This design comes from an exercise in tuning for small area and a short achievable clock period on the open sky130 flow, not from production work.
In this exercise RTL edits were held to simulation tests only and were not proved equivalent to the original.

==> flow/design.v (excerpt) <==
module resampler_q15 #(
    parameter TAP_COUNT = 9,
    parameter DATA_WIDTH = 16
)(
    input  logic                  clk,
    input  logic                  rst_n,
    input  logic signed [31:0]    ppm_in,
    input  logic [TAP_COUNT*DATA_WIDTH-1:0] coeffs,
    input  logic [DATA_WIDTH-1:0] data_in,
    input  logic                  data_in_valid,
    output logic                  data_in_ready,
    output logic [DATA_WIDTH-1:0] data_out,
    output logic                  data_out_valid
);
Settings: LEC_CHECK=0, ABC_AREA=1, CAP_MARGIN=20, CORE_MARGIN=2, CORE_UTILIZATION=65, SLEW_MARGIN=20, SYNTH_HIERARCHICAL=1, SYNTH_MINIMUM_KEEP_SIZE=0; clock period 19.0 ns.
standard.sh (not shown) runs the stock make flow with config.mk's settings and CLKGATE_MAP_FILE= SYNTH_SCRIPT=/design/flow/synth_recipe.tcl, a recipe that flattens the netlist after the stock synthesis.
==> flow/flow/run.sh <==
#!/bin/bash
# The standard layout (the standard.sh, ORFS synthesis to final), with the
# resizer's setup repair aimed below the clock period so that it buffers and
# sizes the design's long paths, and with the synthesis buffers removed at
# floorplan so that the resizer buffers those nets itself. The SDC and every
# other setting are the standard flow's.
set -euo pipefail
bash standard.sh SETUP_SLACK_MARGIN=12.5 REMOVE_ABC_BUFFERS=1 finish > standard_make.log 2>&1
==> next run, changes <==
==> flow/run.sh (new file) <==
#!/bin/bash
# synth_recipe.tcl (not shown) runs the flow's synth.tcl, then flattens the netlist and writes it again
# the make line also repeats each setting of config.mk as NAME=value (left out here)
make -C /OpenROAD-flow-scripts/flow DESIGN_CONFIG=/design/flow/config.mk WORK_HOME=/design/flow/orfs CLKGATE_MAP_FILE= SYNTH_SCRIPT=/design/flow/synth_recipe.tcl finish
--- a/flow/config.mk
+++ b/flow/config.mk
@@ -11 +11 @@
-export CORE_UTILIZATION = 65
+export CORE_UTILIZATION = 55
removed: flow/flow/run.sh
removed: flow/standard.sh
Cell area fell by 4.0%.
Setup slack is worse by 1700 ps.
Critical path depth fell by 2.
Sequential cell count stays the same.
Die area rose by 18%.
==> next run, changes <==
==> flow/flow/run.sh (new file) <==
#!/bin/bash
# The standard layout (the standard.sh, ORFS synthesis to final), with the
# resizer's setup repair aimed below the clock period so that it buffers and
# sizes the design's long paths. The SDC and every other setting are the standard flow's.
set -euo pipefail
bash standard.sh SETUP_SLACK_MARGIN=12.5 finish > standard_make.log 2>&1
==> flow/standard.sh (new file) <==
#!/bin/bash
# synth_recipe.tcl (not shown) runs the flow's synth.tcl, then flattens the netlist and writes it again
# the make line also repeats each setting of config.mk as NAME=value (left out here)
make -C /OpenROAD-flow-scripts/flow DESIGN_CONFIG=/design/flow/config.mk WORK_HOME=/design/flow/orfs CLKGATE_MAP_FILE= SYNTH_SCRIPT=/design/flow/synth_recipe.tcl "${@:-finish}"
removed: flow/run.sh
After rerunning: The new run went through all stages and came out clean. Worst hold slack stays flat. Via count climbs by 3.1%. Critical path depth drops by 12. Final area climbs by 5.8%. Flip-flop and latch count stays the same. Non-clock buffer count climbs by 190. Setup slack improves by 1800 ps. Core utilization climbs by 3.4 points. Count of clock-buffer cells in the layout climbs by 1. Cell count climbs by 2.4%.
==> next run, changes <==
--- a/flow/flow/run.sh
+++ b/flow/flow/run.sh
@@ -6 +6 @@
-bash standard.sh SETUP_SLACK_MARGIN=12.5 finish > standard_make.log 2>&1
+bash standard.sh SETUP_SLACK_MARGIN=11.5 finish > standard_make.log 2>&1
Effect:
- The changed run passed the timing, DRC and antenna checks
- critical path depth went up by 8
- die area is unchanged
- count of clock-buffer cells in the layout went down by 1
- design area went down by 4.5%
- worst setup slack gets worse by 690 ps
- area after synthesis is unchanged


build 30:
Another version of the RTL of resampler_q15 (not shown whole).
Size in the first run: about 210 I/O pins.
export LEC_CHECK = 0
export ABC_AREA = 1
export CAP_MARGIN = 20
export CORE_MARGIN = 2
export CORE_UTILIZATION = 68
export CTS_BUF_LIST = sky130_fd_sc_hd__clkbuf_4 sky130_fd_sc_hd__clkbuf_8
export SLEW_MARGIN = 20
export SYNTH_HIERARCHICAL = 1
export SYNTH_MINIMUM_KEEP_SIZE = 0
create_clock -name core_clock -period 19.0 [get_ports {clk}]
==> flow/flow/run.sh <==
#!/bin/bash
# The standard layout (the standard.sh, ORFS synthesis to final), with:
# - the resizer's setup repair aimed below the clock period, so that it buffers
#   and sizes the design's long paths;
# - the synthesis buffers removed at floorplan, so that the resizer buffers
#   those nets itself;
# - the port buffers made as sky130_fd_sc_hd__buf_1 (the resizer sizes them up
#   where a path needs it).
# The SDC and every other setting are the standard flow's.
set -euo pipefail
bash standard.sh SETUP_SLACK_MARGIN=12.5 REMOVE_ABC_BUFFERS=1 \
  "BUFFER_PORTS_ARGS=-buffer_cell sky130_fd_sc_hd__buf_1" finish > standard_make.log 2>&1
#### Input delta (build 2 over build 30)
- swapping 68 for 65 in CORE_UTILIZATION
- clearing CTS_BUF_LIST, which used to be sky130_fd_sc_hd__clkbuf_4 sky130_fd_sc_hd__clkbuf_8
==> comparison <==
Build 2 against build 30: total global-route track usage now smaller.
For build 22, these inputs were changed with respect to build 2:
diff --git a/flow/flow/run.sh b/flow/flow/run.sh
--- a/flow/flow/run.sh
+++ b/flow/flow/run.sh
@@ -9,4 +9,4 @@
 # The SDC and every other setting are the standard flow's.
 set -euo pipefail
-bash standard.sh SETUP_SLACK_MARGIN=12.5 REMOVE_ABC_BUFFERS=1 \
+bash standard.sh SETUP_SLACK_MARGIN=12.8 REMOVE_ABC_BUFFERS=1 \
   "BUFFER_PORTS_ARGS=-buffer_cell sky130_fd_sc_hd__buf_1" finish > standard_make.log 2>&1
Results
No run among build 22 and build 2 stopped early or left any final violation; all are clean. [compare] base=build 2 new=build 22: cell count now larger, number of buffers created by CTS comparable. [compare] base=build 2 new=build 22: final critical-path share of the clock period went down by 0.38 points, highest clock rate grew by about 1.1%, clock insertion delay at the later pin of the skew report comparable, setup slack +72 ps. Cell area | build 22 vs build 2 | build 22 larger.
### build 22 -> build 28
- CTS_CLUSTER_DIAMETER newly set to 100
- CTS_CLUSTER_SIZE newly set to 24
diff --git a/flow/flow/run.sh b/flow/flow/run.sh
--- a/flow/flow/run.sh
+++ b/flow/flow/run.sh
@@ -9,4 +9,4 @@
 # The SDC and every other setting are the standard flow's.
 set -euo pipefail
-bash standard.sh SETUP_SLACK_MARGIN=12.8 REMOVE_ABC_BUFFERS=1 \
+bash standard.sh SETUP_SLACK_MARGIN=12.5 REMOVE_ABC_BUFFERS=1 \
   "BUFFER_PORTS_ARGS=-buffer_cell sky130_fd_sc_hd__buf_1" finish > standard_make.log 2>&1
Results
- Against build 22, build 28 comes in 30 ps higher on clock-pin transition on the worst setup and hold timing paths.
- Cell area (lower): build 28
- The final cell utilization of the core of build 28 falls short of that of build 22 by 2.3 points.
- Build 28 and build 22 ended up with roughly the same total clock sinks.
- In the reports for build 22 and build 28, the larger wire length per cell belongs to build 22.
- The setup slack of build 28 is smaller than that of build 22.
- Buffers inserted during post-CTS setup optimization: higher on build 22


resampler_q15, a different RTL version from the one above (not shown whole).
For scale: about 7300 cells after synthesis, about 400 flip-flops, about 210 I/O pins, ~0.063 mm2 of cells after synthesis.
clock: 19.0 ns
lec_check: 0
abc_area: 1
cap_margin: 20
core_margin: 2
core_utilization: 65
cts_cluster_diameter: 110
cts_cluster_size: 28
slew_margin: 20
synth_hierarchical: 1
synth_minimum_keep_size: 0
==> flow/flow/run.sh <==
#!/bin/bash
# The standard layout (the standard.sh, ORFS synthesis to final), with:
# - the resizer's setup repair aimed below the clock period, so that it buffers
#   and sizes the design's long paths;
# - the synthesis buffers removed at floorplan, so that the resizer buffers
#   those nets itself;
# - the port buffers made as sky130_fd_sc_hd__buf_1 (the resizer sizes them up
#   where a path needs it).
# The SDC and every other setting are the standard flow's.
set -euo pipefail
bash standard.sh SETUP_SLACK_MARGIN=12.5 REMOVE_ABC_BUFFERS=1 \
  "BUFFER_PORTS_ARGS=-buffer_cell sky130_fd_sc_hd__buf_1" finish > standard_make.log 2>&1
The baseline completed without violations.
Then changed:
--- a/flow/flow/run.sh
+++ b/flow/flow/run.sh
@@ -10,3 +10,3 @@
 set -euo pipefail
-bash standard.sh SETUP_SLACK_MARGIN=12.5 REMOVE_ABC_BUFFERS=1 \
+bash standard.sh SETUP_SLACK_MARGIN=12.65 REMOVE_ABC_BUFFERS=1 \
   "BUFFER_PORTS_ARGS=-buffer_cell sky130_fd_sc_hd__buf_1" finish > standard_make.log 2>&1
- CTS_CLUSTER_DIAMETER: 110 -> 100
- CTS_CLUSTER_SIZE: 28 -> 24
Synthesized cell count stays the same.
Cell count is about the same.
Register-to-register slack gets better by 0.14 ns.
Non-clock buffer count increases by 9.
Then changed:
--- a/flow/flow/run.sh
+++ b/flow/flow/run.sh
@@ -10,3 +10,3 @@
 set -euo pipefail
-bash standard.sh SETUP_SLACK_MARGIN=12.65 REMOVE_ABC_BUFFERS=1 \
+bash standard.sh SETUP_SLACK_MARGIN=12.5 REMOVE_ABC_BUFFERS=1 \
   "BUFFER_PORTS_ARGS=-buffer_cell sky130_fd_sc_hd__buf_1" finish > standard_make.log 2>&1
After rerunning: Setup slack loses 0.060 ns; final cell count is about the same; clock skew is about the same; utilization is lower by 0.41 points; count of clock-buffer cells in the layout stays the same; final area is lower by 0.58%; die area is unchanged; sequential share of layout area stays flat.


## run A
resampler_q15, a different RTL version from the one above (not shown whole).
Size in the first run: roughly 7400 cells after synthesis, ~410 flip-flops.
clock: 19.0 ns
lec_check: 0
abc_area: 1
cap_margin: 20
core_margin: 2
core_utilization: 65
cts_cluster_diameter: 100
cts_cluster_size: 24
gpl_routability_driven: 0
slew_margin: 20
synth_hierarchical: 1
synth_minimum_keep_size: 0
==> flow/flow/run.sh <==
#!/bin/bash
# The standard layout (the standard.sh, ORFS synthesis to final), with:
# - the resizer's setup repair aimed below the clock period, so that it buffers
#   and sizes the design's long paths;
# - the synthesis buffers removed at floorplan, so that the resizer buffers
#   those nets itself;
# - the port buffers made as sky130_fd_sc_hd__buf_1 (the resizer sizes them up
#   where a path needs it).
# The SDC and every other setting are the standard flow's.
set -euo pipefail
bash standard.sh SETUP_SLACK_MARGIN=12.5 REMOVE_ABC_BUFFERS=1 \
  "BUFFER_PORTS_ARGS=-buffer_cell sky130_fd_sc_hd__buf_1" finish > standard_make.log 2>&1
Run A closes out successfully: all stages finished, all timing, DRC and antenna checks passed.
> inputs changed (run A -> run B)
- clearing GPL_ROUTABILITY_DRIVEN, which used to be 0
diff --git a/flow/flow/run.sh b/flow/flow/run.sh
--- a/flow/flow/run.sh
+++ b/flow/flow/run.sh
@@ -10,3 +10,3 @@
 set -euo pipefail
-bash standard.sh SETUP_SLACK_MARGIN=12.5 REMOVE_ABC_BUFFERS=1 \
+bash standard.sh SETUP_SLACK_MARGIN=12.8 REMOVE_ABC_BUFFERS=1 \
   "BUFFER_PORTS_ARGS=-buffer_cell sky130_fd_sc_hd__buf_1" finish > standard_make.log 2>&1
--- outcome ---
Sort run B and run A by overall fraction of global-route tracks in use asc -> top: run A. For run B, the capture point of the critical path was data_out[6], unlike run A, where it was data_out[14]. Diff run A -> run B: sum of buffers and inverters on the critical path now larger; non-clock buffer count went up 20.
For run C, these inputs were changed with respect to run B:
diff --git a/flow/flow/run.sh b/flow/flow/run.sh
--- a/flow/flow/run.sh
+++ b/flow/flow/run.sh
@@ -10,3 +10,3 @@
 set -euo pipefail
-bash standard.sh SETUP_SLACK_MARGIN=12.8 REMOVE_ABC_BUFFERS=1 \
+bash standard.sh SETUP_SLACK_MARGIN=12.5 REMOVE_ABC_BUFFERS=1 \
   "BUFFER_PORTS_ARGS=-buffer_cell sky130_fd_sc_hd__buf_1" finish > standard_make.log 2>&1
Notes after the runs:
Run C ended with every stage complete and zero timing, DRC or antenna violations.
Run B finished end to end and its layout was clean on timing, DRC and antenna.
From run B to run C the numbers moved as follows: fraction of met2 tracks used by global routing lost 0.29 points; vias after detailed routing neither gained nor lost much; design area lost 1.1%; fill cell total of the finished layout picked up an extra 1.5%.

[static timing again, ports no longer ideal]
In the flow no input, the clock included, has a driving cell. The finished layouts below were timed again as built, in two steps. Step 1, drivers: a clkbuf_16 drives clk and a buf_2 each remaining input, both assumed. Step 2 times the ports against the registers' clock, not the clock port: input delays grow and output delays shrink by t, the midpoint of the rising clock arrivals with the driver on. Slacks: no drivers / after step 1 / after step 2; pairs: no drivers / after step 1.
| run | shift t [ns] | setup WS [ns] | worst register clock-pin slew, ns |
|---|---|---|---|
| the first run of note 1 | 0.743 | 12.311 / 12.311 / 11.790 | 0.07 / 0.07 |
| the second run of note 1 | 0.730 | 10.577 / 10.577 / 10.577 | 0.07 / 0.07 |
| the third run of note 1 | 0.730 | 12.420 / 12.339 / 11.811 | 0.07 / 0.07 |
| the fourth run of note 1 | 0.732 | 11.730 / 11.730 / 11.219 | 0.07 / 0.07 |
| build 30 | 0.848 | 12.280 / 12.280 / 11.716 | 0.08 / 0.08 |
| build 2 | 0.729 | 12.401 / 12.386 / 11.921 | 0.07 / 0.07 |
| build 22 | 0.729 | 12.472 / 12.437 / 12.002 | 0.08 / 0.08 |
| build 28 | 0.760 | 12.436 / 12.449 / 11.721 | 0.10 / 0.10 |
| the first run of note 3 | 0.750 | 12.396 / 12.321 / 11.843 | 0.12 / 0.12 |
| the second run of note 3 | 0.702 | 12.550 / 12.472 / 12.057 | 0.10 / 0.10 |
| the third run of note 3 | 0.704 | 12.490 / 12.409 / 11.888 | 0.10 / 0.10 |
| run A | 0.764 | 12.506 / 12.429 / 11.826 | 0.11 / 0.11 |
| run B | 0.760 | 12.413 / 12.337 / 12.126 | 0.11 / 0.11 |
| run C | 0.764 | 12.506 / 12.429 / 11.826 | 0.11 / 0.11 |
After both steps setup and hold are still met in every run listed. For build 28, which loses most, drivers alone change the setup slack by +0.013 ns; drivers and shift together by -0.715 ns.
